Background: an optimization exercise with open tools, aiming at small area. Do not read the settings as production practice. RTL that was checked went through simulation tests only; none was proved equivalent to the original. For run 2, only the layout was checked, not whether the RTL still works. Power is estimated from default activity; no workload was simulated.

<file path="design/flow/flow/run.sh">
#!/bin/bash
# Own layout flow: the standard ORFS flow (standard.sh) with these changes:
#  - half/full adder cells are not used, so synthesis does not extract adders
#    (it otherwise maps plain AND gates of counter bits into half adders);
#  - after the standard synthesis, the combinational logic between the
#    registers is mapped again with a stronger ABC script (resyn.tcl, with
#    ABC's deepsyn) from several random seeds; the smallest result that is
#    proved equivalent to the standard netlist (cec.sh) is used. The
#    register cells are left untouched;
#  - clock tree synthesis inserts no dummy load cells;
#  - ports are buffered with buf_1 cells.
# Logs: standard.log (make output), resyn_S.log (Yosys/ABC, seed S),
# cec.log (proof); ORFS's own logs stay under orfs/logs.
set -euo pipefail
W=$PWD
F=$W/flow
export LIBERTY=$FLOW_HOME/platforms/sky130hd/lib/sky130_fd_sc_hd__tt_025C_1v80.lib
export YOSYS=$FLOW_HOME/../tools/install/yosys/bin/yosys
R=$W/orfs/results/sky130hd/top_module/base
PLAT_DU=$(sed -n '/^export DONT_USE_CELLS += /,/^$/p' "$FLOW_HOME/platforms/sky130hd/config.mk" \
  | tr -d '\\' | sed 's/export DONT_USE_CELLS += //' | tr -s ' \n' ' ')
DU="$PLAT_DU sky130_fd_sc_hd__ha_1 sky130_fd_sc_hd__ha_2 sky130_fd_sc_hd__ha_4 sky130_fd_sc_hd__fa_1 sky130_fd_sc_hd__fa_2 sky130_fd_sc_hd__fa_4"
export CTS_ARGS="-sink_clustering_enable -repair_clock_nets -dont_use_dummy_load -buf_list sky130_fd_sc_hd__clkbuf_4"
export BUFFER_PORTS_ARGS="-buffer_cell sky130_fd_sc_hd__buf_1"

bash standard.sh "DONT_USE_CELLS=$DU" synth > standard.log 2>&1

cp "$R/1_2_yosys.v" "$W/std_netlist.v"
ABC_DONT_USE=""
for c in $DU; do ABC_DONT_USE="$ABC_DONT_USE -dont_use $c"; done
export ABC_DONT_USE

resyn() {
  local s=$1
  printf 'strash\n&get -n\n&deepsyn -T 40 -S %s\n&put\ndch\nmap -a\n' "$s" > "$W/deep_$s.abc"
  NETLIST_IN="$W/std_netlist.v" NETLIST_OUT="$W/resyn_$s.v" TOP=$FLOW_TOP \
    ABC_SCRIPT="$W/deep_$s.abc" STAT_OUT="$W/resyn_stat_$s.txt" \
    "$YOSYS" -c "$F/resyn.tcl" > "$W/resyn_$s.log" 2>&1 || true
}
for batch in "1 2 3 4" "5 6 7 8"; do
  for s in $batch; do resyn $s & done
  wait
done

used=0
for s in $(for s in 1 2 3 4 5 6 7 8; do
             a=$(awk '/Chip area/ {print $NF}' "$W/resyn_stat_$s.txt" 2>/dev/null || true)
             [ -n "$a" ] && echo "$a $s"
           done | sort -n | awk '{print $2}'); do
  if bash "$F/cec.sh" "$W/std_netlist.v" "$W/resyn_$s.v" "$W/cec.log"; then
    echo "resynthesised netlist (seed $s) proved equivalent; using it" >> standard.log
    cp "$W/resyn_$s.v" "$R/1_2_yosys.v"
    rm -f "$R/1_synth.odb" "$R/1_synth.sdc"
    used=1
    break
  fi
done
[ $used = 1 ] || echo "resynthesis not used" >> standard.log

bash standard.sh "DONT_USE_CELLS=$DU" finish >> standard.log 2>&1
</file>
<file path="design/flow/flow/cec.sh">
#!/bin/bash
# cec.sh A.v B.v LOG: proves the two netlists compute the same next state and
# outputs, with every register cut into an input (Q) and an output (D).
set -u
L=$LIBERTY
T=$(mktemp -d "$PWD/cec.XXXX")
python3 "$(dirname "$0")/cutff.py" "$1" $T/a.v && python3 "$(dirname "$0")/cutff.py" "$2" $T/b.v || exit 1
$YOSYS -p "read_liberty -ignore_miss_func $L; read_verilog $T/a.v; rename top_module gold; read_verilog $T/b.v; rename top_module gate; flatten gold gate; delete t:\\\$scopeinfo; opt_clean; miter -equiv -flatten -make_outputs gold gate miter; hierarchy -top miter; sat -verify -prove trigger 0 miter" > "$3" 2>&1
</file>
<file path="design/flow/flow/cutff.py">
# cutff.py IN OUT: replace dfxtp instances with top-level ports (Q -> input, D -> output)
import re,sys
s=open(sys.argv[1]).read()
ins=[];outs=[];assigns=[]
def rep(m):
    name=m.group(2); body=m.group(3)
    pins=dict(re.findall(r'\.(\w+)\(([^()]*)\)',body))
    k=re.sub(r'\W','_',name)
    ins.append(('ffq_'+k, pins['Q'].strip())); outs.append(('ffd_'+k, pins['D'].strip()))
    return ''
s=re.sub(r'(sky130_fd_sc_hd__df\w+)\s+(\\\S+|\w+)\s*\((.*?)\);',rep,s,flags=re.S)
m=re.search(r'module top_module\((.*?)\);',s,re.S)
ports=m.group(1)+''.join(', '+a for a,_ in ins+outs)
s=s[:m.start()]+'module top_module('+ports+');'+s[m.end():]
decl=''.join(f'  input {a};\n  assign {b} = {a};\n' for a,b in ins)+''.join(f'  output {a};\n  assign {a} = {b} ;\n' for a,b in outs)
i=s.index(';',s.index('module top_module'))+1
s=s[:i]+'\n'+decl+s[i:]
open(sys.argv[2],'w').write(s)
</file>
<file path="design/flow/flow/resyn.tcl">
# Re-map the combinational logic of the standard synthesis netlist with a
# stronger ABC script. Register cells are blackboxes here, so the registers
# (names, count and cell types) stay exactly the standard synthesis's.
yosys -import
set lib $::env(LIBERTY)
read_liberty -ignore_miss_func $lib
foreach c {dfxtp_1 dfxtp_2 dfxtp_4 conb_1} {
  catch { yosys blackbox sky130_fd_sc_hd__$c }
}
read_verilog -defer $::env(NETLIST_IN)
hierarchy -top $::env(TOP)
flatten
delete t:\$scopeinfo
opt_clean
abc -liberty $lib {*}$::env(ABC_DONT_USE) -script $::env(ABC_SCRIPT)
opt_clean -purge
splitnets
opt_clean -purge
hilomap -singleton -hicell sky130_fd_sc_hd__conb_1 HI -locell sky130_fd_sc_hd__conb_1 LO
insbuf -buf sky130_fd_sc_hd__buf_4 A X
tee -o $::env(STAT_OUT) stat -liberty $lib
write_verilog -noattr -nohex -nodec $::env(NETLIST_OUT)
</file>
<file path="design/flow/standard.sh">
#!/bin/bash
# synth_recipe.tcl (not shown) runs the flow's synth.tcl, then flattens the netlist and writes it again
# the make line also repeats each setting of config.mk as NAME=value (left out here)
make -C /OpenROAD-flow-scripts/flow DESIGN_CONFIG=/design/flow/config.mk WORK_HOME=/design/flow/orfs CLKGATE_MAP_FILE= SYNTH_SCRIPT=/design/flow/synth_recipe.tcl "${@:-finish}"
</file>
<file path="design/flow/config.mk">
export PLATFORM = sky130hd
export DESIGN_NAME = top_module
export DESIGN_NICKNAME = top_module
export VERILOG_FILES = /design/flow/design.v
export SDC_FILE = /design/flow/constraint.sdc
export NUM_CORES = 4
export LEC_CHECK = 0
export ABC_AREA = 1
export ABC_CLOCK_PERIOD_IN_PS = 10000
export CAP_MARGIN = 20
export CORE_MARGIN = 2
export CORE_UTILIZATION = 40
export CTS_BUF_LIST = sky130_fd_sc_hd__clkbuf_4
export SLEW_MARGIN = 20
</file>
<file path="design/flow/constraint.sdc">
create_clock -name core_clock -period 10.0 [get_ports {clk}]
set_input_delay 2.0000 -clock core_clock [delete_from_list [all_inputs] [get_ports {clk}]]
set_output_delay 2.0000 -clock core_clock [all_outputs]
set_load 0.01 [all_outputs]
</file>
<file path="design/flow/design.v">
module lfsr_cnt #(
    parameter W = 17,               
    parameter T = 11,               
    parameter [W-1:0] TERM = 0,     
    parameter [W-1:0] DMASK = 0     
)(
    input wire i_clk,
    input wire i_clr,               
    output wire o_term              
);
    localparam [W-1:0] M = {((W+1)/2){2'b10}};
    reg [W-1:0] r_s;
    wire [W-1:0] w_q = r_s ^ M;
    wire w_fb = ~(w_q[W-1] ^ w_q[T-1]);
    always @(posedge i_clk)
        r_s <= i_clr ? M : ({w_q[W-2:0], w_fb} ^ M);
    assign o_term = ((w_q ^ TERM) & DMASK) == {W{1'b0}};
endmodule
module debouncer (
    input wire i_clk,
    input wire i_srst,
    input wire i_btn,
    output reg o_stable_btn,
    output wire o_rise
);
    wire w_mism = i_btn ^ o_stable_btn;
    wire w_term;
    wire w_flip = w_mism & w_term;
    lfsr_cnt #(.W(17), .T(11), .TERM(17'h038ff), .DMASK(17'h1ffce)) cnt (
        .i_clk(i_clk), .i_clr(i_srst | ~w_mism | w_term), .o_term(w_term));
    always @(posedge i_clk)
        o_stable_btn <= ~i_srst & (o_stable_btn ^ w_flip);
    assign o_rise = w_flip & i_btn;
endmodule
module debouncer_pulse2 (
    input wire i_clk,
    input wire i_srst,
    input wire i_btn,
    output wire o_pulse,
    output wire o_pulse_d
);
    reg r_a, r_b;
    wire w_level = r_a | r_b;
    wire w_mism = i_btn ^ w_level;
    wire w_term;
    wire w_flip = w_mism & w_term;
    lfsr_cnt #(.W(17), .T(11), .TERM(17'h038ff), .DMASK(17'h1ffce)) cnt (
        .i_clk(i_clk), .i_clr(i_srst | ~w_mism | w_term), .o_term(w_term));
    always @(posedge i_clk) begin
        r_a <= ~i_srst & w_level & ~(r_a & r_b & w_flip);
        r_b <= ~i_srst & (r_a ? ~(r_b & w_flip) : (~r_b & w_flip));
    end
    assign o_pulse = ~r_a & r_b;
    assign o_pulse_d = r_a & ~r_b;
endmodule
module one_pulse(
    input wire i_clk,
    input wire i_srst,
    input wire i_rise,
    output reg o_pulse
);
    always @(posedge i_clk)
        o_pulse <= ~i_srst & i_rise;
endmodule
module pin_register(
    input wire i_clk,
    input wire i_srst,
    input wire i_rst,
    input wire i_load_en,
    input wire [3:0] i_sw_val,
    output reg [3:0] o_stored_pin
);
    always @(posedge i_clk) begin
        if (i_srst || i_rst)
            o_stored_pin <= 4'b0000;
        else if (i_load_en)
            o_stored_pin <= i_sw_val;
    end
endmodule
module pin_verifier(
  input wire i_clk,
  input wire i_srst,
  input wire i_rst,
  input wire i_match,          
  input wire i_valid_pulse,
  output wire o_open,
  output wire o_wrong,
  output wire o_lock
);
  reg r_t, r_w, r_y, r_z;
  wire w_clr = i_srst | i_rst;
  wire w_go = i_valid_pulse & ~r_t & ~r_y;    
  always @(posedge i_clk) begin
    r_t <= ~w_clr & w_go;
    r_w <= ~w_clr & (r_t ? (~r_w & ~r_y & ~r_z) : r_w);
    r_y <= ~w_clr & (w_go ? (i_match | r_z) : r_y);
    r_z <= ~w_clr & (w_go ? (~i_match & (r_w | r_z)) : r_z);
  end
  assign o_wrong = r_w;
  assign o_open = ~r_t & r_y & ~r_z;
  assign o_lock = ~r_t & r_y & r_z;
endmodule
module display_driver(
  input wire i_clk,
  input wire i_srst,
  input wire i_rst,
  input wire i_open,
  input wire i_lock,
  output reg [3:0] o_anode,
  output reg [6:0] o_seg
);
  reg [1:0] r_digit;
  wire w_term;
  wire w_clr = i_srst | i_rst;
  lfsr_cnt #(.W(17), .T(11), .TERM(17'h038ff), .DMASK(17'h1ffce)) prescaler (
      .i_clk(i_clk), .i_clr(w_clr | w_term), .o_term(w_term));
  always @(posedge i_clk)
    r_digit <= w_clr ? 2'd0 : r_digit + {1'b0, w_term};
  always @(*) begin
    case (r_digit)
      2'b00: o_anode = 4'b1110;
      2'b01: o_anode = 4'b1101;
      2'b10: o_anode = 4'b1011;
      default: o_anode = 4'b0111;
    endcase
  end
  always @(*) begin
    if (i_open) begin
      case (r_digit)
        2'd0: o_seg = 7'b0101011;  
        2'd1: o_seg = 7'b0000110;  
        2'd2: o_seg = 7'b0001100;  
        default: o_seg = 7'b1000000;  
      endcase
    end else if (i_lock) begin
      case (r_digit)
        2'd0: o_seg = 7'b1111111;  
        2'd1: o_seg = 7'b1001110;  
        2'd2: o_seg = 7'b1000001;  
        default: o_seg = 7'b1000000;  
      endcase
    end else
      o_seg = 7'b0111111;  
  end
endmodule
module uart_tx (
    input wire i_clk,
    input wire i_srst,
    input wire i_rst,
    input wire i_start,
    input wire [4:0] i_code,
    output wire o_tx,
    output wire o_busy
);
    reg [3:0] r_phase;
    wire w_idle = (r_phase == 4'd1);
    wire w_tick;
    lfsr_cnt #(.W(14), .T(1), .TERM(14'h0539), .DMASK(14'h3fbe)) bit_timer (
        .i_clk(i_clk), .i_clr(w_idle | w_tick), .o_term(w_tick));
    always @(posedge i_clk) begin
        if (i_srst || i_rst) r_phase <= 4'd1;
        else if (w_idle) begin
            if (i_start) r_phase <= 4'd6;
        end else if (w_tick) r_phase <= r_phase + 4'd1;
    end
    wire w_b5 = (i_code[4:1] == 4'b1101);
    wire [7:0] w_byte = {1'b0, ~w_b5 & (|i_code), w_b5, i_code};
    assign o_busy = ~w_idle;
    assign o_tx = r_phase[3] ? w_byte[r_phase[2:0]] : (r_phase != 4'd7);
endmodule
module uart_string_sender(
    input wire i_clk,
    input wire i_srst,
    input wire i_rst,
    input wire i_open,
    input wire i_wrong,
    input wire i_lock,
    input wire i_trigger,
    output wire o_tx
);
   reg r_send, r_wait;
   reg [3:0] r_char_idx;
   reg [4:0] r_code;
   reg r_pend_s;
   reg r_uart_start;
   wire w_uart_busy;
   uart_tx tx_inst(
       .i_clk(i_clk), .i_srst(i_srst), .i_rst(i_rst),
       .i_start(r_uart_start), .i_code(r_code),
       .o_tx(o_tx), .o_busy(w_uart_busy));
   wire w_valid = ((i_open | i_lock) & (r_char_idx <= 4'd11)) |
                  (i_wrong & (r_char_idx <= 4'd12));
   reg [7:0] w_char;
   always @(*) begin
       case (r_char_idx)
           4'd0: w_char = "S"; 4'd1: w_char = "T";
           4'd2: w_char = "A"; 4'd3: w_char = "T";
           4'd4: w_char = "U"; 4'd5: w_char = "S";
           4'd6: w_char = ":";
           4'd7: w_char = i_open ? "O" : i_wrong ? "W" : "L";
           4'd8: w_char = i_open ? "P" : i_wrong ? "R" : "O";
           4'd9: w_char = i_open ? "E" : i_wrong ? "O" : "C";
           4'd10: w_char = i_open ? "N" : i_wrong ? "N" : "K";
           4'd11: w_char = i_wrong ? "G" : ";";
           default: w_char = ";";
       endcase
   end
   wire w_load = r_uart_start & ~w_uart_busy;
   localparam [7:0] C_S = "S";
   always @(posedge i_clk) begin
       if (i_srst) begin
           r_send <= 1'b0;
           r_wait <= 1'b0;
           r_uart_start <= 1'b0;
           r_char_idx <= 4'd0;
           r_code <= 5'd0;
           r_pend_s <= 1'b0;
       end else if (i_rst) begin
           r_send <= 1'b0;
           r_wait <= 1'b0;
           r_uart_start <= 1'b0;
           r_char_idx <= 4'd0;
       end else begin
           r_uart_start <= r_send;
           if (r_send) begin
               r_send <= 1'b0;
               r_wait <= w_valid;
               if (w_valid) begin
                   if (w_uart_busy) r_pend_s <= 1'b1;
                   else begin
                       r_code <= w_char[4:0];
                       r_pend_s <= 1'b0;
                   end
               end
           end else if (r_wait) begin
               if (!w_uart_busy && !r_uart_start) begin
                   r_char_idx <= r_char_idx + 1'b1;
                   r_send <= 1'b1;
                   r_wait <= 1'b0;
               end
           end else if (i_trigger) begin
               r_char_idx <= 4'd0;
               r_send <= 1'b1;
           end
           if (w_load) begin
               if (r_pend_s) r_code <= C_S[4:0];
               r_pend_s <= 1'b0;
           end
       end
   end
endmodule
module top_module(
    input wire clk,
    input wire rst,  
    input wire btnR, btnL, btnD,  
    input wire [3:0] sw,
    output wire [3:0] an,
    output wire [6:0] seg,
    output wire uart_tx_out
);
    wire [3:0] w_stored_pin;
    wire w_open, w_wrong, w_lock;
    wire w_deb_L, w_deb_R;
    wire w_rise_L, w_rise_R;
    wire w_pulse_L, w_pulse_R, w_pulse_D;
    debouncer dbL(.i_clk(clk), .i_srst(rst), .i_btn(btnL), .o_stable_btn(w_deb_L), .o_rise(w_rise_L));
    one_pulse opL(.i_clk(clk), .i_srst(rst), .i_rise(w_rise_L), .o_pulse(w_pulse_L));
    wire w_trigger;
    debouncer_pulse2 dbD(.i_clk(clk), .i_srst(rst), .i_btn(btnD), .o_pulse(w_pulse_D), .o_pulse_d(w_trigger));
    debouncer dbR(.i_clk(clk), .i_srst(rst), .i_btn(btnR), .o_stable_btn(w_deb_R), .o_rise(w_rise_R));
    one_pulse opR(.i_clk(clk), .i_srst(rst), .i_rise(w_rise_R), .o_pulse(w_pulse_R));
    pin_register master_pin_reg(
         .i_clk(clk), .i_srst(rst), .i_rst(w_pulse_R),
         .i_load_en(w_pulse_L), .i_sw_val(sw), .o_stored_pin(w_stored_pin));
    pin_verifier core_logic(
         .i_clk(clk), .i_srst(rst), .i_rst(w_pulse_R),
         .i_match(sw == w_stored_pin), .i_valid_pulse(w_pulse_D),
         .o_open(w_open), .o_wrong(w_wrong), .o_lock(w_lock));
    display_driver display_unit(
         .i_clk(clk), .i_srst(rst), .i_rst(w_pulse_R),
         .i_open(w_open), .i_lock(w_lock), .o_anode(an), .o_seg(seg));
    uart_string_sender uart_logger(
         .i_clk(clk), .i_srst(rst), .i_rst(w_pulse_R),
         .i_open(w_open), .i_wrong(w_wrong), .i_lock(w_lock),
         .i_trigger(w_trigger), .o_tx(uart_tx_out));
endmodule
</file>
==> metrics.cfg, run 1 <==
[run_status]
outcome=timing/DRC/antenna clean

[worst_setup_path]
path_buf_inv=3
cp-start-kind=primary input
crit_type=in2reg
cp_cell_sequence=buf_1 -> nor2_1 -> clkinv_1 -> nor2_1 -> o211ai_1 -> o21ai_0 -> nand2_1 -> clkinv_1 -> nand2_1 -> a2111oi_0 -> a221oi_1
critPathSlowestCell=nor2_1
end_kind=flop
cp.arrival_ns=4.70
slowest_delay_ns=0.64
cp_max_fo=13
path_delay_family=simple AND/OR/NAND/NOR gates
critPathRequiredTime_ns=10.32

[floorplanning]
die_y_um=101.4
ios=21
fp.dieW_um=101.4
rows=35
start_util_pct=41.22
die_area_sq_um=10270
core_sq_um=9196

[clock_tree]
cts_tree=built
ctsResizeCount=0
clock_path_buffers=2
clk_pin_slew_ns=0.07
ctsHoldBuffers=0
root_buffer=clkbuf_4
clkLatencyLatePin_ns=0.49
cts_made_buffers=17
post_cts_buffers=0
htreeDepth=4
clkSinkCount=115

[synthesis]
syn-num-nets=448
syn_area_per_cell_sq_um=8.636
syn-cell-area_sq_um=3791
syn_inst=439
yosysWarnings=10

[detailed_routing]
vias=2877
drt_iter0_drc=75
wl_per_cell_um=11.53
dr.pass1.iters=4
vias_per_cell=4.901
routed_wl_mm=6.769
final_antenna_net_count=0
post-route-drc-count=0

[timing]
worstMarginPinSlew_ns=0.8114
period_share_pct=43.89
rsz0062_at_grt=no
drv_slew=0
slew_headroom_pct=45.71
hold_viol=0
min_period_ns=4.389
clock_skew_ns=0.03200
tns_ns=0
fmax_ghz=0.2278
setup_violations=0

[pwr]
ir_worst_vdd_mv=0.09451
p_per_area_nw_per_um2=183.7
p_leak_nw=1.446
finalPower_w=0.0007592

[global_routing]
antenna_found_initial=0
grt_overflow=0
grt_pass1_wl_mm=11.60
grt_max_degree=17
grt.total_usage_pct=14.47
grt_pass1_vias=2699

[placed_design]
place.gp.congestion=0.7625
portBuffers=20
post-dp-hpwl_mm=4.976

[flow_run]
max-cap-violations=0

[worst_hold_path]
hold_class=reg2reg

[layout]
diodes=0
fin_nets=487
area_delta_synth_final_pct=9.010
layout-drive-gt1-share_pct=5.042

## registers in the layout (all words and copies together), names as in the netlist, 2 cells and up
signal,flops
uart_logger.tx_inst.bit_timer.r_s,14
dbD.cnt.r_s,17
uart_logger.tx_inst.r_phase,4
display_unit.r_digit,2
uart_logger.r_char_idx,4
dbL.cnt.r_s,17
dbR.cnt.r_s,17
uart_logger.r_code,5
master_pin_reg.o_stored_pin,4
display_unit.prescaler.r_s,17
## final cells by class
cell class / instances / area [sq um]
fill: 941 / 5064
multi-input combinational: 280 / 1324
inverter: 44 / 165.2
timing repair buffer: 20 / 75.07
tap: 111 / 138.9
clock buffer: 17 / 127.6
sequential: 115 / 2302
## layer usage
| metal | part of all wire (%) | up-vias | wire, um | GRT usage, % |
|---|---|---|---|---|
| met5 | 0 | - | 0 | 0 |
| met2 | 45 | 28 | 3049 | 22.41 |
| met3 | 3.8 | 6 | 254 | 6.280 |
| met1 | 50 | 1300 | 3391 | 18.11 |
| li1 | - | 1543 | - | - |
| met4 | 1.1 | 0 | 74 | 4.990 |
## stage by stage
step | setup slack, ns | instances | hold slack (ns) | utilization, % | area, sq um
floorplan | 6.038 | 439 | 0.3517 | - | 3791
global placement | 5.344 | 570 | 0.3551 | 43.55 | 4005
detailed placement | 5.090 | 570 | 0.3580 | 43.55 | 4005
CTS | 5.588 | 587 | 0.3765 | 44.94 | 4133
global route | 5.263 | 587 | 0.3875 | 44.94 | 4133
finish | 5.611 | 587 | 0.3721 | 44.94 | 4133
## final timing paths
check | from | end | slack [ns] | depth (start not counted)
worst max-delay path | rst | uart_logger.r_code[4] | 5.61 | 11
worst min-delay path | dbD.cnt.r_s[4] | dbD.cnt.r_s[5] | 0.37 | 1
worst max register to register | opR.o_pulse | uart_logger.r_code[4] | 7.01 | 10
worst min register to register | dbD.cnt.r_s[4] | dbD.cnt.r_s[5] | 0.37 | 1
## cell usage in the layout (no fill, tap or decap)
cell / count
o41ai_1: 1
o31a_2: 1
nand3_1: 10
mux2i_1: 1
nor3_1: 16
nand3b_1: 1
o31ai_1: 1
clkinv_1: 44
dfxtp_1: 115
a31oi_1: 2
a2111oi_0: 1
nor2_1: 88
xnor2_1: 5
o21a_1: 1
or2_2: 5
o21bai_1: 2
clkbuf_4: 17
o211ai_1: 3
buf_1: 20
nor4b_1: 1
a22o_2: 1
a211oi_1: 2
a221oi_1: 3
xor2_1: 1
nand2_1: 71
a41oi_1: 1
o21ai_0: 20
a21oi_1: 26
nor4_1: 5
nand4_1: 10
a32o_1: 1
## power by group
part           internal, W  switching [W]
Combinational    0.0000198      0.0000482
Sequential        0.000471      0.0000118
Clock            0.0000775       0.000131
==> run 2: changes to the inputs <==
--- a/design/flow/design.v
+++ b/design/flow/design.v
@@ -149,6 +149,7 @@
     input wire i_rst,
-    input wire i_start,
+    input wire i_req,
     input wire [4:0] i_code,
     output wire o_tx,
-    output wire o_busy
+    output wire o_busy,
+    output wire o_avail
 );
@@ -156,10 +157,12 @@
     wire w_idle = (r_phase == 4'd1);
+    wire w_pre = (r_phase == 4'd5);
     wire w_tick;
     lfsr_cnt #(.W(14), .T(1), .TERM(14'h0539), .DMASK(14'h3fbe)) bit_timer (
-        .i_clk(i_clk), .i_clr(w_idle | w_tick), .o_term(w_tick));
+        .i_clk(i_clk), .i_clr(w_idle | w_pre | w_tick), .o_term(w_tick));
+    assign o_avail = w_idle | ((r_phase == 4'd0) & w_tick);
     always @(posedge i_clk) begin
         if (i_srst || i_rst) r_phase <= 4'd1;
-        else if (w_idle) begin
-            if (i_start) r_phase <= 4'd6;
-        end else if (w_tick) r_phase <= r_phase + 4'd1;
+        else if (o_avail) r_phase <= i_req ? 4'd5 : 4'd1;
+        else if (w_pre) r_phase <= 4'd6;
+        else if (w_tick) r_phase <= r_phase + 4'd1;
     end
@@ -184,8 +187,8 @@
    reg r_pend_s;
-   reg r_uart_start;
-   wire w_uart_busy;
+   wire w_uart_busy, w_uart_avail;
+   wire w_clr = i_srst | i_rst;
    uart_tx tx_inst(
        .i_clk(i_clk), .i_srst(i_srst), .i_rst(i_rst),
-       .i_start(r_uart_start), .i_code(r_code),
-       .o_tx(o_tx), .o_busy(w_uart_busy));
+       .i_req(r_send), .i_code(r_code),
+       .o_tx(o_tx), .o_busy(w_uart_busy), .o_avail(w_uart_avail));
    wire w_valid = ((i_open | i_lock) & (r_char_idx <= 4'd11)) |
@@ -207,43 +210,31 @@
    end
-   wire w_load = r_uart_start & ~w_uart_busy;
-   localparam [7:0] C_S = "S";
    always @(posedge i_clk) begin
        if (i_srst) begin
+           r_code <= 5'd0;
+           r_pend_s <= 1'b0;
+       end else if (r_send && !i_rst) begin
+           if (w_uart_avail) begin
+               if (w_valid || r_pend_s) r_code <= w_char[4:0];
+               r_pend_s <= 1'b0;
+           end else if (w_valid)
+               r_pend_s <= 1'b1;
+       end
+   end
+   always @(posedge i_clk) begin
+       if (w_clr) begin
            r_send <= 1'b0;
            r_wait <= 1'b0;
-           r_uart_start <= 1'b0;
            r_char_idx <= 4'd0;
-           r_code <= 5'd0;
-           r_pend_s <= 1'b0;
-       end else if (i_rst) begin
+       end else if (r_send) begin
            r_send <= 1'b0;
-           r_wait <= 1'b0;
-           r_uart_start <= 1'b0;
+           r_wait <= w_valid;
+       end else if (r_wait) begin
+           if (!w_uart_busy) begin
+               r_char_idx <= r_char_idx + 1'b1;
+               r_send <= 1'b1;
+               r_wait <= 1'b0;
+           end
+       end else if (i_trigger) begin
            r_char_idx <= 4'd0;
-       end else begin
-           r_uart_start <= r_send;
-           if (r_send) begin
-               r_send <= 1'b0;
-               r_wait <= w_valid;
-               if (w_valid) begin
-                   if (w_uart_busy) r_pend_s <= 1'b1;
-                   else begin
-                       r_code <= w_char[4:0];
-                       r_pend_s <= 1'b0;
-                   end
-               end
-           end else if (r_wait) begin
-               if (!w_uart_busy && !r_uart_start) begin
-                   r_char_idx <= r_char_idx + 1'b1;
-                   r_send <= 1'b1;
-                   r_wait <= 1'b0;
-               end
-           end else if (i_trigger) begin
-               r_char_idx <= 4'd0;
-               r_send <= 1'b1;
-           end
-           if (w_load) begin
-               if (r_pend_s) r_code <= C_S[4:0];
-               r_pend_s <= 1'b0;
-           end
+           r_send <= 1'b1;
        end
==> run 2 against run 1 <==
  * First-iteration DRC count up 72%
  * Clock skew up 0.0052 ns
  * Power down 5.7%
  * Combinational power down 41%
  * Largest cell class unchanged
  * Still clean on timing, DRC and antenna
==> metrics.cfg, run 2 <==
[floorplanning]
die_area_sq_um=10270  ; about the same
core_sq_um=9196  ; unchanged
fp.dieW_um=101.3  ; about the same
start_util_pct=41.20  ; about the same
rows=35  ; unchanged
die_y_um=101.3  ; about the same
ios=21  ; unchanged

[timing]
drv_slew=0  ; unchanged
min_period_ns=3.976  ; -0.4131 ns
hold_slack_ns=0.3696  ; -0.002443 ns
slew_headroom_pct=54.76  ; +9.1 points
period_share_pct=39.76  ; -4.1 points
setup_violations=0  ; unchanged
fin_ws_ns=6.024  ; +0.4131 ns
hold_viol=0  ; unchanged
clock_skew_ns=0.03718  ; +0.005183 ns
worstMarginPinSlew_ns=0.6734  ; -0.1380 ns
rsz0062_at_grt=no
tns_ns=0  ; unchanged
fmax_ghz=0.2515  ; +10%

[worst_setup_path]
cp_max_fo=6  ; -7
end_kind=output port
cp-start-kind=flop
critPathLaunch=core_logic.r_y
crit_type=reg2out
cp.arrival_ns=1.98  ; -2.72 ns
critPathRequiredTime_ns=8.00  ; -2.32 ns
timing.rr.start=opR.o_pulse

[layout]
layout-drive-gt1-share_pct=4.948  ; -0.094 points
design_area_sq_um=4130  ; about the same
fin_nets=496  ; +1.8%
most-common-layout-cells=dfxtp_1, nor2_1, nand2_1, clkinv_1, a21oi_1
final_core_util_pct=44.91  ; about the same
layout_commonest_cell=dfxtp_1
diodes=0  ; unchanged
area_delta_synth_final_pct=9.016  ; about the same

[synthesis]
syn-num-nets=457  ; +2.0%
syn_inst=448  ; +2.1%
syn-cell-area_sq_um=3789  ; about the same
syn_area_per_cell_sq_um=8.457  ; -2.1%
yosysWarnings=10  ; unchanged

[clock_tree]
clk_pin_slew_ns=0.09  ; +0.02 ns
root_buffer=clkbuf_4
cts_made_buffers=17  ; unchanged
clock_path_buffers=2  ; unchanged
htreeDepth=4  ; unchanged
cts_tree=built
post_cts_buffers=0  ; unchanged
clkSinkCount=114  ; -0.87%
ctsHoldBuffers=0  ; unchanged
ctsResizeCount=0  ; unchanged
clkLatencyLatePin_ns=0.50  ; about the same

[detailed_routing]
vias=2968  ; +3.2%
routed_wl_mm=6.966  ; +2.9%
final_antenna_net_count=0  ; unchanged
post-route-drc-count=0  ; unchanged
dr.pass1.iters=5  ; +1
drt_iter0_drc=129  ; +72%
wl_per_cell_um=11.69  ; +1.4%
vias_per_cell=4.980  ; +1.6%

[worst_hold_path]
hold_class=reg2reg
min_from=uart_logger.tx_inst.bit_timer.r_s[8]

[global_routing]
grt.total_usage_pct=15.24  ; +0.77 points
grt_pass1_wl_mm=12.25  ; +5.7%
antenna_found_initial=0  ; unchanged
grt_overflow=0  ; unchanged
grt_max_degree=17  ; unchanged
grt_pass1_vias=2829  ; +4.8%

[run_status]
outcome=timing/DRC/antenna clean

[pwr]
p_leak_nw=1.430  ; -1.1%
ir_worst_vdd_mv=0.08240  ; -13%
p_per_area_nw_per_um2=173.3  ; -5.7%

[placed_design]
place.gp.congestion=0.8285  ; +8.7%
post-dp-hpwl_mm=5.171  ; +3.9%
placed_cell_area_sq_um=4003  ; about the same
post-place-ws_ns=5.610  ; +0.5204 ns
portBuffers=20  ; unchanged

[flow_run]
max-cap-violations=0  ; unchanged

-- run 2: layout make-up --
cell class	count	area [sq um]
Clock buffer	17	127.6
Fill cell	928	5066
Inverter	54	202.7
Multi-Input combinational cell	280	1304
Sequential cell	114	2282
Tap cell	111	138.9
Timing Repair Buffer	20	75.07
-- run 2: worst paths after layout --
kind	to	cells past startpoint	slack [ns]
worst max register to register	display_unit.prescaler.r_s[0]	5	7.57
worst min register to register	uart_logger.tx_inst.bit_timer.r_s[9]	1	0.37
worst min-delay path	uart_logger.tx_inst.bit_timer.r_s[9]	1	0.37
worst max-delay path	seg[2]	6	6.02
-- run 2: routing by layer --
metal	vias up	track usage [%]	share of wire (%)
li1	1551	-	-
met5	-	0	0
met4	0	4.990	1.4
met2	49	24.55	48
met3	13	7.315	3.9
met1	1355	17.93	47
-- run 2: worst max-delay path, stage by stage (launching register included) --
cell      delay [ns]
dfxtp_1         0.36
clkinv_1        0.09
nor2_1          0.31
clkinv_1        0.14
nor2_1          0.34
a31oi_1         0.13
buf_1           0.15
-- run 2: power breakdown --
| part | switching (W) | internal [W] |
|---|---|---|
| clock network | 0.000133 | 0.0000776 |
| registers | 0.00000449 | 0.000460 |
| logic | 0.0000292 | 0.0000111 |
| total | 0.000167 | 0.000549 |
-- run 2: per-stage QoR --
step | instances | total power, W
floorplan | 448 | 0.0005039
global placement | 579 | 0.0005149
detailed placement | 579 | 0.0005157
CTS | 596 | 0.0007264
global route | 596 | 0.0007552
finish | 596 | 0.0007156
==> run 3: changes to the inputs <==
--- a/design/flow/design.v
+++ b/design/flow/design.v
@@ -183,3 +183,3 @@
 );
-   reg r_send, r_wait;
+   reg r_send;
    reg [3:0] r_char_idx;
@@ -222,2 +222,3 @@
    end
+   wire w_idle = (r_char_idx == 4'd15);
    always @(posedge i_clk) begin
@@ -225,8 +226,7 @@
            r_send <= 1'b0;
-           r_wait <= 1'b0;
-           r_char_idx <= 4'd0;
+           r_char_idx <= 4'd15;
        end else if (r_send) begin
            r_send <= 1'b0;
-           r_wait <= w_valid;
-       end else if (r_wait) begin
+           if (!w_valid) r_char_idx <= 4'd15;
+       end else if (!w_idle) begin
            if (!w_uart_busy) begin
@@ -234,3 +234,2 @@
                r_send <= 1'b1;
-               r_wait <= 1'b0;
            end
==> run 3 against run 2 <==
  * Still clean
  * Die area decreased by 0.57%
  * Clock power about the same
  * Synthesized cell count increased by 0.22%
  * Sequential share of layout area decreased by 0.18 points
  * Register-to-register slack about the same
  * Power increased by 13%
  * Critical path depth unchanged
  * Final area decreased by 0.55%
  * Synthesized area decreased by 0.59%
  * Critical endpoint unchanged
==> metrics.cfg, run 3 <==
[worst_hold_path]
hold_class=reg2reg
whs_endpoint=display_unit.prescaler.r_s[6]
min_path_cells=1  ; unchanged
min_from=display_unit.prescaler.r_s[5]

[floorplanning]
start_util_pct=40.95  ; -0.24 points
rows=35  ; unchanged
core_sq_um=9196  ; unchanged
ios=21  ; unchanged
die_y_um=101.0  ; -0.29%
fp.dieW_um=101.0  ; -0.29%
die_area_sq_um=10210  ; -0.57%

[placed_design]
placed_cell_area_sq_um=3980  ; -0.56%
portBuffers=20  ; unchanged
post-dp-hpwl_mm=5.287  ; +2.2%
dp.cells=580  ; +0.17%
place.gp.congestion=0.7812  ; -5.7%

[clock_tree]
clock_path_buffers=2  ; unchanged
htreeDepth=4  ; unchanged
clkSinkCount=113  ; -0.88%
ctsHoldBuffers=0  ; unchanged
post_cts_buffers=0  ; unchanged
clk_pin_slew_ns=0.09  ; about the same
cts_tree=built
root_buffer=clkbuf_4
clkLatencyLatePin_ns=0.45  ; -0.05 ns
ctsResizeCount=0  ; unchanged
cts_made_buffers=17  ; unchanged

[detailed_routing]
post-route-drc-count=0  ; unchanged
wl_per_cell_um=11.90  ; +1.9%
routed_wl_mm=7.107  ; +2.0%
vias=2917  ; -1.7%
final_antenna_net_count=0  ; unchanged
vias_per_cell=4.886  ; -1.9%
dr.pass1.iters=5  ; unchanged
drt_iter0_drc=72  ; -44%

[worst_setup_path]
cp_cell_sequence=clkinv_1 -> nor2_1 -> clkinv_1 -> nor2_1 -> a31oi_1 -> buf_1
cp.arrival_ns=1.91  ; -0.07 ns
crit_type=reg2out
r2r_cells=10  ; +5
rr_endpoint=uart_logger.r_code[3]
cp_max_fo=5  ; -1
path_buf_inv=3  ; unchanged
timing.rr.start=uart_logger.tx_inst.r_phase[0]
critPathRequiredTime_ns=8.00  ; about the same
reg2reg_slack_ns=7.56  ; about the same
path_delay_family=simple AND/OR/NAND/NOR gates
cp-start-kind=flop
critPathSlowestCell=dfxtp_1
critPathLaunch=core_logic.r_y
end_kind=output port
slowest_delay_ns=0.35  ; about the same

[layout]
layout-drive-gt1-share_pct=4.115  ; -0.83 points
multi_input_area_sq_um=1320  ; +1.2%
fin_nets=497  ; +0.20%
area_delta_synth_final_pct=9.070  ; about the same
most-common-layout-cells=dfxtp_1, nor2_1, nand2_1, clkinv_1, a21oi_1
diodes=0  ; unchanged
final_cells=597  ; +0.17%
design_area_sq_um=4108  ; -0.55%
area.sequential_sq_um=2262  ; -0.88%
layout_commonest_cell=dfxtp_1
n_fill_cell=933  ; +0.54%

[pwr]
seqPwrFrac_pct=60.0  ; -4.9 points
p_leak_nw=1.463  ; +2.4%
ir_worst_vdd_mv=0.06610  ; -20%
finalPower_w=0.0008111  ; +13%
swShare_pct=28.27  ; +5.0 points
switchingPower_w=0.0002293  ; +37%
comb_power_share_pct=14.2  ; +8.6 points
p_per_area_nw_per_um2=197.5  ; +14%
p_int_w=0.0005818  ; +6.0%
p_clk_share_pct=25.9  ; -3.5 points

[timing]
tns_ns=0  ; unchanged
clock_skew_ns=0.02579  ; -0.01139 ns
worstMarginPinSlew_ns=0.6268  ; -0.04665 ns
rsz0062_at_grt=no
period_share_pct=39.11  ; -0.65 points
hold_viol=0  ; unchanged
setup_violations=0  ; unchanged
fmax_ghz=0.2557  ; +1.7%
min_period_ns=3.911  ; -0.06463 ns
drv_slew=0  ; unchanged
slew_headroom_pct=58.06  ; +3.3 points

[synthesis]
syn_area_per_cell_sq_um=8.388  ; -0.82%
syn-num-nets=458  ; +0.22%
yosysWarnings=10  ; unchanged
syn-cell-area_sq_um=3766  ; -0.59%
syn_inst=449  ; +0.22%

[global_routing]
grt.total_usage_pct=15.44  ; +0.20 points
grt_pass1_wl_mm=12.19  ; -0.56%
grt_use_met1_pct=19.40  ; +1.5 points
antenna_found_initial=0  ; unchanged
grt_pass1_vias=2751  ; -2.8%
grtUsageMet3_pct=6.241  ; -1.1 points
grt_overflow=0  ; unchanged
busiest_layer=met2
use_met2_pct=24.26  ; -0.30 points
grt_max_degree=17  ; unchanged

[run_status]
outcome=timing/DRC/antenna clean

[flow_run]
max-cap-violations=0  ; unchanged

## run 3: layout make-up
cell class                      instances  area share, %
Multi-Input combinational cell        287          32.14
Sequential cell                       113          55.07
Timing Repair Buffer                   20          1.828
Clock buffer                           17          3.107
Tap cell                              111          3.381
Inverter                               49          4.478
## run 3: per-stage QoR
step / utilization, % / hold WS, ns / setup WS (ns)
after floorplan: - / 0.3517 / 6.524
after global placement: 43.28 / 0.3560 / 5.639
after detailed placement: 43.28 / 0.3561 / 5.551
after CTS: 44.67 / 0.3739 / 6.049
after global routing: 44.67 / 0.3723 / 5.788
final: 44.67 / 0.3690 / 6.089
## run 3: layer usage
metal  part of all wire (%)  vias up
li1                       -     1550
met1                     50     1327
met2                     45       36
met3                    3.5        4
met4                   0.87        0
met5                      0        -
## run 3: worst max path at each step
stage,endpoint,slack [ns],depth (start not counted)
after floorplan,display_unit.prescaler.r_s[0],6.52,5
after global placement,display_unit.prescaler.r_s[0],5.64,6
after detailed placement,display_unit.prescaler.r_s[0],5.55,6
after CTS,display_unit.prescaler.r_s[8],6.05,6
after global routing,display_unit.prescaler.r_s[16],5.79,6
final,seg[2],6.09,6
## run 3: power by group through the flow
stage | Combinational [W] | Sequential, W | Clock [W]
floorplan | 0.0000894 | 0.000491 | 0
global placement | 0.000116 | 0.000496 | 0
detailed placement | 0.000116 | 0.000496 | 0
CTS | 0.000116 | 0.000486 | 0.000220
global route | 0.000134 | 0.000489 | 0.000243
finish | 0.000115 | 0.000486 | 0.000210
==> run 4: changes to the inputs <==
--- a/design/flow/design.v
+++ b/design/flow/design.v
@@ -116,4 +116,6 @@
       .i_clk(i_clk), .i_clr(w_clr | w_term), .o_term(w_term));
-  always @(posedge i_clk)
-    r_digit <= w_clr ? 2'd0 : r_digit + {1'b0, w_term};
+  always @(posedge i_clk) begin
+    if (w_clr) r_digit <= 2'b00;
+    else if (w_term) r_digit <= {r_digit[0], ~r_digit[1]};
+  end
   always @(*) begin
@@ -122,3 +124,3 @@
       2'b01: o_anode = 4'b1101;
-      2'b10: o_anode = 4'b1011;
+      2'b11: o_anode = 4'b1011;
       default: o_anode = 4'b0111;
@@ -129,5 +131,5 @@
       case (r_digit)
-        2'd0: o_seg = 7'b0101011;  
-        2'd1: o_seg = 7'b0000110;  
-        2'd2: o_seg = 7'b0001100;  
+        2'b00: o_seg = 7'b0101011;  
+        2'b01: o_seg = 7'b0000110;  
+        2'b11: o_seg = 7'b0001100;  
         default: o_seg = 7'b1000000;  
@@ -136,5 +138,5 @@
       case (r_digit)
-        2'd0: o_seg = 7'b1111111;  
-        2'd1: o_seg = 7'b1001110;  
-        2'd2: o_seg = 7'b1000001;  
+        2'b00: o_seg = 7'b1111111;  
+        2'b01: o_seg = 7'b1001110;  
+        2'b11: o_seg = 7'b1000001;  
         default: o_seg = 7'b1000000;  
--- a/design/flow/flow/run.sh
+++ b/design/flow/flow/run.sh
@@ -6,3 +6,3 @@
 #    registers is mapped again with a stronger ABC script (resyn.tcl, with
-#    ABC's deepsyn) from several random seeds; the smallest result that is
+#    ABC's deepsyn) from 12 random seeds; the smallest result that is
 #    proved equivalent to the standard netlist (cec.sh) is used. The
@@ -34,3 +34,3 @@
   local s=$1
-  printf 'strash\n&get -n\n&deepsyn -T 40 -S %s\n&put\ndch\nmap -a\n' "$s" > "$W/deep_$s.abc"
+  printf 'strash\n&get -n\n&deepsyn -T 45 -S %s\n&put\ndch\nmap -a\n' "$s" > "$W/deep_$s.abc"
   NETLIST_IN="$W/std_netlist.v" NETLIST_OUT="$W/resyn_$s.v" TOP=$FLOW_TOP \
@@ -39,3 +39,3 @@
 }
-for batch in "1 2 3 4" "5 6 7 8"; do
+for batch in "1 2 3 4" "5 6 7 8" "9 10 11 12"; do
   for s in $batch; do resyn $s & done
@@ -45,3 +45,3 @@
 used=0
-for s in $(for s in 1 2 3 4 5 6 7 8; do
+for s in $(for s in 1 2 3 4 5 6 7 8 9 10 11 12; do
              a=$(awk '/Chip area/ {print $NF}' "$W/resyn_stat_$s.txt" 2>/dev/null || true)
==> run 4 against run 3 <==
  * Via count about the same
  * Sequential power about the same
  * Die area shrank 0.35%
  * Combinational power shrank 15%
  * Hold slack worse by 0.015 ns
  * Still clean
  * Critical endpoint is now seg[3]
  * Global-route usage decreased by 0.50 points
  * Critical path type unchanged
  * Register-to-register slack better by 0.19 ns
  * Largest cell class unchanged
  * Clock skew is 0.017 ns higher
  * Synthesized cell count shrank 0.67%
==> metrics.cfg, run 4 <==
[timing]
hold_slack_ns=0.3537  ; -0.01532 ns
worstMarginPinSlew_ns=0.5786  ; -0.04813 ns
clock_skew_ns=0.04230  ; +0.01651 ns
hold_viol=0  ; unchanged
period_share_pct=39.41  ; +0.29 points
slew_headroom_pct=61.28  ; +3.2 points
setup_violations=0  ; unchanged
fmax_ghz=0.2538  ; -0.75%
tns_ns=0  ; unchanged
drv_slew=0  ; unchanged
min_period_ns=3.941  ; +0.02946 ns
rsz0062_at_grt=no

[floorplanning]
core_sq_um=9153  ; -0.48%
ios=21  ; unchanged
start_util_pct=41.00  ; +0.046 points
die_area_sq_um=10170  ; -0.35%
die_y_um=100.9  ; -0.17%
fp.dieW_um=100.9  ; -0.17%
rows=35  ; unchanged

[clock_tree]
clkLatencyLatePin_ns=0.47  ; +0.02 ns
post_cts_buffers=0  ; unchanged
clock_path_buffers=2  ; unchanged
cts_made_buffers=17  ; unchanged
htreeDepth=4  ; unchanged
clk_pin_slew_ns=0.10  ; about the same
root_buffer=clkbuf_4
ctsResizeCount=0  ; unchanged
clkSinkCount=113  ; unchanged
cts_tree=built
ctsHoldBuffers=0  ; unchanged

[worst_setup_path]
critPathSlowestCell=dfxtp_1
critPathLaunch=core_logic.r_y
path_buf_inv=3  ; unchanged
rr_endpoint=dbD.cnt.r_s[5]
timing.rr.start=dbD.cnt.r_s[16]
reg2reg_slack_ns=7.75  ; +0.19 ns
r2r_cells=7  ; -3
critPathRequiredTime_ns=8.00  ; about the same
cp_max_fo=6  ; +1
cp.arrival_ns=1.94  ; +0.03 ns
slowest_delay_ns=0.33  ; -0.02 ns
crit_type=reg2out
path_delay_family=simple AND/OR/NAND/NOR gates
cp-start-kind=flop
end_kind=output port
cp_cell_sequence=clkinv_1 -> nor2_1 -> clkinv_1 -> nor2_1 -> a32oi_1 -> buf_1

[layout]
design_area_sq_um=4101  ; -0.15%
diodes=0  ; unchanged
fin_nets=495  ; -0.40%
n_fill_cell=910  ; -2.5%
most-common-layout-cells=dfxtp_1, nor2_1, nand2_1, clkinv_1, o21ai_0
layout-drive-gt1-share_pct=5.165  ; +1.1 points
final_core_util_pct=44.81  ; +0.15 points
layout_commonest_cell=dfxtp_1
area_delta_synth_final_pct=9.303

[pwr]
p_leak_nw=1.474  ; +0.70%
seqPwrFrac_pct=61.0  ; +1.0 points
ir_worst_vdd_mv=0.1132  ; +71%
p_int_w=0.0005745  ; -1.2%
comb_power_share_pct=12.3  ; -1.9 points
swShare_pct=27.73  ; -0.55 points
finalPower_w=0.0007950  ; -2.0%
switchingPower_w=0.0002204  ; -3.9%
p_clk_share_pct=26.7  ; +0.8 points
p_per_area_nw_per_um2=193.8  ; -1.8%

[global_routing]
grt_max_degree=17  ; unchanged
grt_use_met1_pct=18.76  ; -0.64 points
grt_overflow=0  ; unchanged
antenna_found_initial=0  ; unchanged
grt.total_usage_pct=14.93  ; -0.50 points
grtUsageMet3_pct=5.340  ; -0.90 points
grt_pass1_wl_mm=11.89  ; -2.4%
use_met2_pct=22.62  ; -1.6 points
grt_pass1_vias=2742  ; -0.33%
busiest_layer=met2

[detailed_routing]
dr.pass1.iters=4  ; -1
final_antenna_net_count=0  ; unchanged
post-route-drc-count=0  ; unchanged
vias_per_cell=4.904  ; +0.37%
drt_iter0_drc=116  ; +61%
wl_per_cell_um=11.28  ; -5.2%
vias=2918  ; +0.034%
routed_wl_mm=6.713  ; -5.5%

[worst_hold_path]
min_path_cells=1  ; unchanged
whs_endpoint=dbD.cnt.r_s[7]
hold_class=reg2reg
min_from=dbD.cnt.r_s[6]

[synthesis]
syn_inst=446  ; -0.67%
syn-cell-area_sq_um=3752  ; -0.37%
syn-num-nets=455  ; -0.66%
syn_area_per_cell_sq_um=8.413  ; +0.30%
yosysWarnings=10  ; unchanged

[placed_design]
placed_cell_area_sq_um=3974  ; -0.16%
portBuffers=20  ; unchanged
place.gp.congestion=0.7898  ; +1.1%
post-dp-hpwl_mm=4.854  ; -8.2%

[run_status]
outcome=timing/DRC/antenna clean

[flow_run]
max-cap-violations=0  ; unchanged

## run 4: area by class of cell
cell class	instances	area, sq um	area share, %
well taps	111	138.9	3.386
multi-input cells	277	1280	31.21
clock buffers	17	127.6	3.112
inverters	56	210.2	5.125
flip-flops and latches	113	2262	55.16
repair buffers	21	82.58	2.013
## run 4: layer usage
layer | up-vias | wire length, um
met4 | 0 | 65
li1 | 1548 | -
met5 | - | 0
met3 | 4 | 199
met1 | 1331 | 3301
met2 | 35 | 3147
## run 4: worst max-delay path by stage
stage	cells after the start	endpoint	slack (ns)
detailed placement	7	display_unit.r_digit[0]	6.18
CTS	6	seg[3]	6.01
global placement	7	display_unit.prescaler.r_s[0]	6.27
global route	6	seg[3]	5.81
finish	6	seg[3]	6.06
floorplan	5	display_unit.prescaler.r_s[0]	6.51
## run 4: power groups by stage
| stage | combinational [W] | sequential, W | clock [W] |
|---|---|---|---|
| floorplan | 0.0000771 | 0.000490 | 0 |
| global placement | 0.0000966 | 0.000495 | 0 |
| detailed placement | 0.0000980 | 0.000495 | 0 |
| CTS | 0.0000987 | 0.000484 | 0.000222 |
| global route | 0.000116 | 0.000487 | 0.000240 |
| finish | 0.0000980 | 0.000485 | 0.000212 |
## run 4: through the flow
step / setup WS [ns] / instances
floorplan: 6.507 / 446
detailed placement: 6.183 / 578
global route: 5.806 / 595
CTS: 6.006 / 595
finish: 6.059 / 595
global placement: 6.269 / 578
==> run 5: changes to the inputs <==
--- a/design/flow/design.v
+++ b/design/flow/design.v
@@ -3,2 +3,3 @@
     parameter T = 11,               
+    parameter [W-1:0] S0 = 0,       
     parameter [W-1:0] TERM = 0,     
@@ -15,3 +16,3 @@
     always @(posedge i_clk)
-        r_s <= i_clr ? M : ({w_q[W-2:0], w_fb} ^ M);
+        r_s <= i_clr ? (S0 ^ M) : ({w_q[W-2:0], w_fb} ^ M);
     assign o_term = ((w_q ^ TERM) & DMASK) == {W{1'b0}};
@@ -28,3 +29,3 @@
     wire w_flip = w_mism & w_term;
-    lfsr_cnt #(.W(17), .T(11), .TERM(17'h038ff), .DMASK(17'h1ffce)) cnt (
+    lfsr_cnt #(.W(17), .T(11), .S0(17'd118856), .TERM(17'd89430), .DMASK(17'd124287)) cnt (
         .i_clk(i_clk), .i_clr(i_srst | ~w_mism | w_term), .o_term(w_term));
@@ -46,3 +47,3 @@
     wire w_flip = w_mism & w_term;
-    lfsr_cnt #(.W(17), .T(11), .TERM(17'h038ff), .DMASK(17'h1ffce)) cnt (
+    lfsr_cnt #(.W(17), .T(11), .S0(17'd118856), .TERM(17'd89430), .DMASK(17'd124287)) cnt (
         .i_clk(i_clk), .i_clr(i_srst | ~w_mism | w_term), .o_term(w_term));
@@ -114,3 +115,3 @@
   wire w_clr = i_srst | i_rst;
-  lfsr_cnt #(.W(17), .T(11), .TERM(17'h038ff), .DMASK(17'h1ffce)) prescaler (
+  lfsr_cnt #(.W(17), .T(11), .S0(17'd118856), .TERM(17'd89430), .DMASK(17'd124287)) prescaler (
       .i_clk(i_clk), .i_clr(w_clr | w_term), .o_term(w_term));
@@ -161,3 +162,3 @@
     wire w_tick;
-    lfsr_cnt #(.W(14), .T(1), .TERM(14'h0539), .DMASK(14'h3fbe)) bit_timer (
+    lfsr_cnt #(.W(14), .T(1), .S0(14'd6087), .TERM(14'd7654), .DMASK(14'd14078)) bit_timer (
         .i_clk(i_clk), .i_clr(w_idle | w_pre | w_tick), .o_term(w_tick));
==> run 5 against run 4 <==
  * Via count shrank 1.5%
  * Synthesized cell count decreased by 3.1%
  * Final area decreased by 0.82%
  * Critical path depth unchanged
  * Largest cell class unchanged
  * Highest routed layer unchanged
==> metrics.cfg, run 5 <==
[run_status]
outcome=timing/DRC/antenna clean

[layout]
diodes=0  ; unchanged
area_delta_synth_final_pct=9.167
design_area_sq_um=4068  ; -0.82%
layout-drive-gt1-share_pct=4.904  ; -0.26 points
layout_commonest_cell=dfxtp_1
n_fill_cell=940  ; +3.3%
fin_nets=480  ; -3.0%
most-common-layout-cells=dfxtp_1, nand2_1, nor2_1, clkinv_1

[detailed_routing]
wl_per_cell_um=11.56  ; +2.4%
vias=2875  ; -1.5%
post-route-drc-count=0  ; unchanged
dr.pass1.iters=4  ; unchanged
drt_iter0_drc=74  ; -36%
final_antenna_net_count=0  ; unchanged
routed_wl_mm=6.703  ; -0.15%
vias_per_cell=4.957  ; +1.1%

[clock_tree]
clkLatencyLatePin_ns=0.50  ; +0.03 ns
post_cts_buffers=0  ; unchanged
clk_pin_slew_ns=0.09  ; about the same
root_buffer=clkbuf_4
ctsHoldBuffers=0  ; unchanged
cts_made_buffers=17  ; unchanged
ctsResizeCount=0  ; unchanged
clkSinkCount=113  ; unchanged
htreeDepth=4  ; unchanged
clock_path_buffers=2  ; unchanged
cts_tree=built

[floorplanning]
fp.dieW_um=100.5  ; -0.34%
core_sq_um=9153  ; unchanged
ios=21  ; unchanged
die_area_sq_um=10100  ; -0.67%
start_util_pct=40.71  ; -0.29 points
die_y_um=100.5  ; -0.34%
rows=35  ; unchanged

[placed_design]
place.gp.congestion=0.7787  ; -1.4%
placed_cell_area_sq_um=3940  ; -0.85%
post-place-ws_ns=5.866  ; -0.3169 ns
post-dp-hpwl_mm=4.846  ; -0.17%
portBuffers=20  ; unchanged

[worst_setup_path]
path_buf_inv=3  ; unchanged
crit_type=reg2out
end_kind=output port
timing.rr.start=core_logic.r_y
cp_max_fo=6  ; unchanged
slowest_delay_ns=0.38  ; +0.05 ns
r2r_cells=10  ; +3
critPathRequiredTime_ns=8.00  ; about the same
cp_cell_sequence=clkinv_1 -> nor2_1 -> clkinv_1 -> nor2_1 -> a31oi_1 -> buf_1
path_delay_family=simple AND/OR/NAND/NOR gates
critPathLaunch=core_logic.r_y
cp.arrival_ns=2.13  ; +0.19 ns
rr_endpoint=uart_logger.r_code[4]
critPathSlowestCell=dfxtp_1
cp-start-kind=flop
reg2reg_slack_ns=7.49  ; -0.26 ns

[timing]
hold_slack_ns=0.3643  ; +0.01055 ns
period_share_pct=41.29  ; +1.9 points
clock_skew_ns=0.03944  ; -0.002860 ns
setup_violations=0  ; unchanged
hold_viol=0  ; unchanged
slew_headroom_pct=49.07  ; -12 points
tns_ns=0  ; unchanged
fmax_ghz=0.2422  ; -4.6%
min_period_ns=4.129  ; +0.1887 ns
worstMarginPinSlew_ns=0.7612  ; +0.1825 ns
rsz0062_at_grt=no
drv_slew=0  ; unchanged
fin_ws_ns=5.871  ; -0.1887 ns

[synthesis]
syn-cell-area_sq_um=3726  ; -0.70%
syn_area_per_cell_sq_um=8.625  ; +2.5%
yosysWarnings=10  ; unchanged
syn-num-nets=441  ; -3.1%
syn_inst=432  ; -3.1%

[global_routing]
grt.total_usage_pct=14.84  ; -0.097 points
grt_overflow=0  ; unchanged
antenna_found_initial=0  ; unchanged
grt_pass1_wl_mm=11.83  ; -0.52%
grt_pass1_vias=2760  ; +0.66%
grt_max_degree=17  ; unchanged

[worst_hold_path]
whs_endpoint=uart_logger.tx_inst.bit_timer.r_s[12]
min_from=uart_logger.tx_inst.bit_timer.r_s[11]
min_path_cells=1  ; unchanged
hold_class=reg2reg

[pwr]
ir_worst_vdd_mv=0.1268  ; +12%
p_per_area_nw_per_um2=205.8  ; +6.2%
p_leak_nw=1.487  ; +0.92%

[flow_run]
max-cap-violations=0  ; unchanged

-- run 5: worst max-delay path by stage --
stage,end,cells past startpoint
final,seg[3],6
after global routing,seg[2],6
after CTS,seg[3],6
after detailed placement,uart_logger.r_code[0],7
after global placement,uart_logger.r_code[0],7
after floorplan,uart_logger.r_code[0],6
-- run 5: through the flow --
step                      cells  total power (W)  utilization, %
after floorplan             432        0.0006071               -
final                       580        0.0008372           44.44
after global placement      563        0.0006357           43.05
after detailed placement    563        0.0006381           43.05
after global routing        580        0.0008916           44.44
after CTS                   580        0.0008490           44.44
-- run 5: power breakdown --
part	switching (W)	internal, W
Combinational	0.0000781	0.0000405
Sequential	0.0000246	0.000484
Clock	0.000132	0.0000776
Total	0.000235	0.000602
-- run 5: area by class of cell --
cell class                 count  area, sq um  area share, %
sequential                   113         2262          55.61
inverter                      45        168.9          4.153
timing repair buffer          20        75.07          1.846
clock buffer                  17        127.6          3.137
multi-input combinational    274         1295          31.84
tap                          111        138.9          3.414
-- run 5: layer usage --
metal	global-route usage [%]	up-vias	wire length (um)	part of all wire, %
li1	-	1515	-	-
met1	17.79	1313	3256	49
met2	23.64	37	3080	46
met3	5.548	10	275	4.1
met4	6.955	0	91	1.4
met5	0	-	0	0
==> run 6: changes to the inputs <==
--- a/design/flow/design.v
+++ b/design/flow/design.v
@@ -50,7 +50,7 @@
     always @(posedge i_clk) begin
-        r_a <= ~i_srst & w_level & ~(r_a & r_b & w_flip);
-        r_b <= ~i_srst & (r_a ? ~(r_b & w_flip) : (~r_b & w_flip));
+        r_a <= ~i_srst & (r_b | (r_a & ~w_flip));
+        r_b <= ~i_srst & ~r_a & (r_b | w_flip);
     end
     assign o_pulse = ~r_a & r_b;
-    assign o_pulse_d = r_a & ~r_b;
+    assign o_pulse_d = r_a & r_b;
 endmodule
==> run 6 against run 5 <==
  * Die area is essentially flat
  * Critical path depth grew 2
  * Largest power group unchanged
  * Flip-flop and latch count is the same
==> metrics.cfg, run 6 <==
[global_routing]
grt_max_degree=17  ; unchanged
grt_overflow=0  ; unchanged
grt_pass1_vias=2611  ; -5.4%
antenna_found_initial=0  ; unchanged
grt_pass1_wl_mm=11.14  ; -5.8%
grt.total_usage_pct=13.85  ; -0.99 points

[floorplanning]
die_y_um=100.5  ; about the same
ios=21  ; unchanged
fp.dieW_um=100.5  ; about the same
die_area_sq_um=10100  ; about the same
start_util_pct=40.70  ; about the same
rows=35  ; unchanged
core_sq_um=9153  ; unchanged

[clock_tree]
clk_pin_slew_ns=0.11  ; +0.02 ns
cts_tree=built
post_cts_buffers=0  ; unchanged
ctsResizeCount=0  ; unchanged
root_buffer=clkbuf_4
clock_path_buffers=2  ; unchanged
cts_made_buffers=17  ; unchanged
clkLatencyLatePin_ns=0.49  ; about the same
ctsHoldBuffers=0  ; unchanged
clkSinkCount=113  ; unchanged
htreeDepth=4  ; unchanged

[timing]
rsz0062_at_grt=no
worstMarginPinSlew_ns=0.5984  ; -0.1628 ns
setup_violations=0  ; unchanged
min_period_ns=3.958  ; -0.1712 ns
period_share_pct=39.58  ; -1.7 points
fmax_ghz=0.2526  ; +4.3%
clock_skew_ns=0.05051  ; +0.01106 ns
tns_ns=0  ; unchanged
drv_slew=0  ; unchanged
hold_viol=0  ; unchanged
slew_headroom_pct=59.96  ; +11 points

[detailed_routing]
dr.pass1.iters=4  ; unchanged
post-route-drc-count=0  ; unchanged
wl_per_cell_um=10.90  ; -5.7%
vias_per_cell=4.796  ; -3.2%
routed_wl_mm=6.313  ; -5.8%
drt_iter0_drc=98  ; +32%
final_antenna_net_count=0  ; unchanged
vias=2777  ; -3.4%

[worst_setup_path]
end_kind=output port
critPathRequiredTime_ns=8.00  ; about the same
r2r_cells=13  ; +3
rr_endpoint=uart_logger.r_code[1]
reg2reg_slack_ns=7.67  ; +0.18 ns
critPathMostFrequentCell=clkinv_1
cp_max_fo=6  ; unchanged
critPathLaunch=core_logic.r_y
path_delay_family=simple AND/OR/NAND/NOR gates
path_buf_inv=4  ; +1
critPathSlowestCell=nor2_1
cp.arrival_ns=1.96  ; -0.17 ns
timing.rr.start=core_logic.r_y
crit_end=seg[2]
cp_cell_sequence=clkinv_1 -> nor2_1 -> clkinv_1 -> nor2_1 -> clkinv_1 -> nand2_1 -> o21ai_0 -> buf_1
cp.depth=8  ; +2
cp-start-kind=flop
slowest_delay_ns=0.35  ; -0.03 ns
crit_type=reg2out

[worst_hold_path]
hold_class=reg2reg
min_from=dbL.cnt.r_s[9]

[layout]
diodes=0  ; unchanged
layout-drive-gt1-share_pct=5.556  ; +0.65 points
n_fill_cell=910  ; -3.2%
most-common-layout-cells=dfxtp_1, nand2_1, nor2_1, clkinv_1, o21ai_0
area_delta_synth_final_pct=9.170  ; about the same
fin_nets=479  ; -0.21%
layout_commonest_cell=dfxtp_1
final_cells=579  ; -0.17%

[synthesis]
syn_area_per_cell_sq_um=8.642  ; +0.20%
syn-num-nets=440  ; -0.23%
yosysWarnings=10  ; unchanged
syn_inst=431  ; -0.23%
syn-cell-area_sq_um=3725  ; about the same

[placed_design]
dp.cells=562  ; -0.18%
post-dp-hpwl_mm=4.645  ; -4.1%
place.gp.congestion=0.8149  ; +4.6%
portBuffers=20  ; unchanged

[pwr]
p_leak_nw=1.519  ; +2.1%
ir_worst_vdd_mv=0.1397  ; +10%
p_per_area_nw_per_um2=207.5  ; +0.81%

[run_status]
outcome=timing/DRC/antenna clean

[flow_run]
max-cap-violations=0  ; unchanged

run 6: cell count changes in the layout (fill, tap and decap cells not counted), moves of 5 or more:
cell / before / now
o21ai_0: 20 / 25
nand2_1: 89 / 83
nor3_1: 18 / 10
o22ai_1: 9 / 3
nor2_1: 62 / 71
nand3_1: 12 / 6
run 6: metrics by stage:
stage / cell area (sq um) / setup WS, ns / hold slack [ns] / util, % / power [W]
after floorplan: 3725 / 6.583 / 0.3517 / - / 0.0006167
after global placement: 3939 / 6.017 / 0.3530 / 43.03 / 0.0006478
after detailed placement: 3939 / 5.904 / 0.3562 / 43.03 / 0.0006487
after CTS: 4066 / 6.002 / 0.3659 / 44.43 / 0.0008536
after global routing: 4066 / 5.806 / 0.3704 / 44.43 / 0.0008993
final: 4066 / 6.042 / 0.3673 / 44.43 / 0.0008437
run 6: how the worst min path moves through the flow:
stage / endpoint / slack, ns / cells after the start
finish: dbL.cnt.r_s[10] / 0.37 / 1
global route: dbL.cnt.r_s[10] / 0.37 / 1
floorplan: dbD.cnt.r_s[12] / 0.35 / 1
detailed placement: dbR.cnt.r_s[13] / 0.36 / 1
global placement: uart_logger.tx_inst.bit_timer.r_s[12] / 0.35 / 1
CTS: uart_logger.tx_inst.bit_timer.r_s[9] / 0.37 / 1
run 6: layer usage:
| layer | share of wire (%) | up-vias | global-route usage, % |
|---|---|---|---|
| li1 | - | 1497 | - |
| met1 | 51 | 1241 | 18.29 |
| met2 | 44 | 28 | 20.03 |
| met3 | 3.8 | 11 | 6.241 |
| met4 | 1.6 | 0 | 5.058 |
| met5 | 0 | - | 0 |
run 6: area by class of cell:
class	instances	area, sq um	area share (%)
tap	111	138.9	3.415
multi-input combinational	270	1282	31.54
timing repair buffer	20	75.07	1.846
sequential	113	2262	55.63
inverter	48	180.2	4.431
clock buffer	17	127.6	3.138
run 6: power breakdown:
part | switching (W) | total [W] | internal [W] | leakage (nW)
sequential | 0.0000260 | 0.000512 | 0.000486 | 0.924
combinational | 0.0000816 | 0.000126 | 0.0000439 | 0.516
clock | 0.000128 | 0.000206 | 0.0000776 | 0.0782
total | 0.000236 | 0.000844 | 0.000608 | 1.52

## re-timing with driven ports
No port has a modelled driver above. Below, the same layouts with a new extraction and two added sets of constraints. Step 1 (the two cells are an assumption about what drives the block):
set clk [get_ports {clk}]
set_driving_cell -lib_cell sky130_fd_sc_hd__clkbuf_16 $clk
set_driving_cell -lib_cell sky130_fd_sc_hd__buf_2 [delete_from_list [all_inputs] $clk]
Step 2 times the ports against the registers' clock, not the clock port: input delays grow and output delays shrink by t, the midpoint of the rising clock arrivals with the driver on. Three values: no drivers, after step 1, after step 2; two values: the first two.
run | t (ns) | slack for setup (ns) | worst register clock-pin slew, ns
run 1 | 0.492 | 5.611 / 5.612 / 5.120 | 0.11 / 0.11
run 2 | 0.505 | 6.024 / 5.994 / 5.657 | 0.11 / 0.11
run 3 | 0.473 | 6.089 / 6.059 / 5.630 | 0.10 / 0.10
run 4 | 0.484 | 6.059 / 6.029 / 6.199 | 0.10 / 0.10
run 5 | 0.500 | 5.871 / 5.841 / 5.834 | 0.12 / 0.12
run 6 | 0.495 | 6.042 / 6.013 / 5.898 | 0.12 / 0.12
After both steps every run listed still meets setup and hold. The setup slack of run 1, which loses most, moves by +0.001 ns with the drivers and by -0.491 ns with both steps.
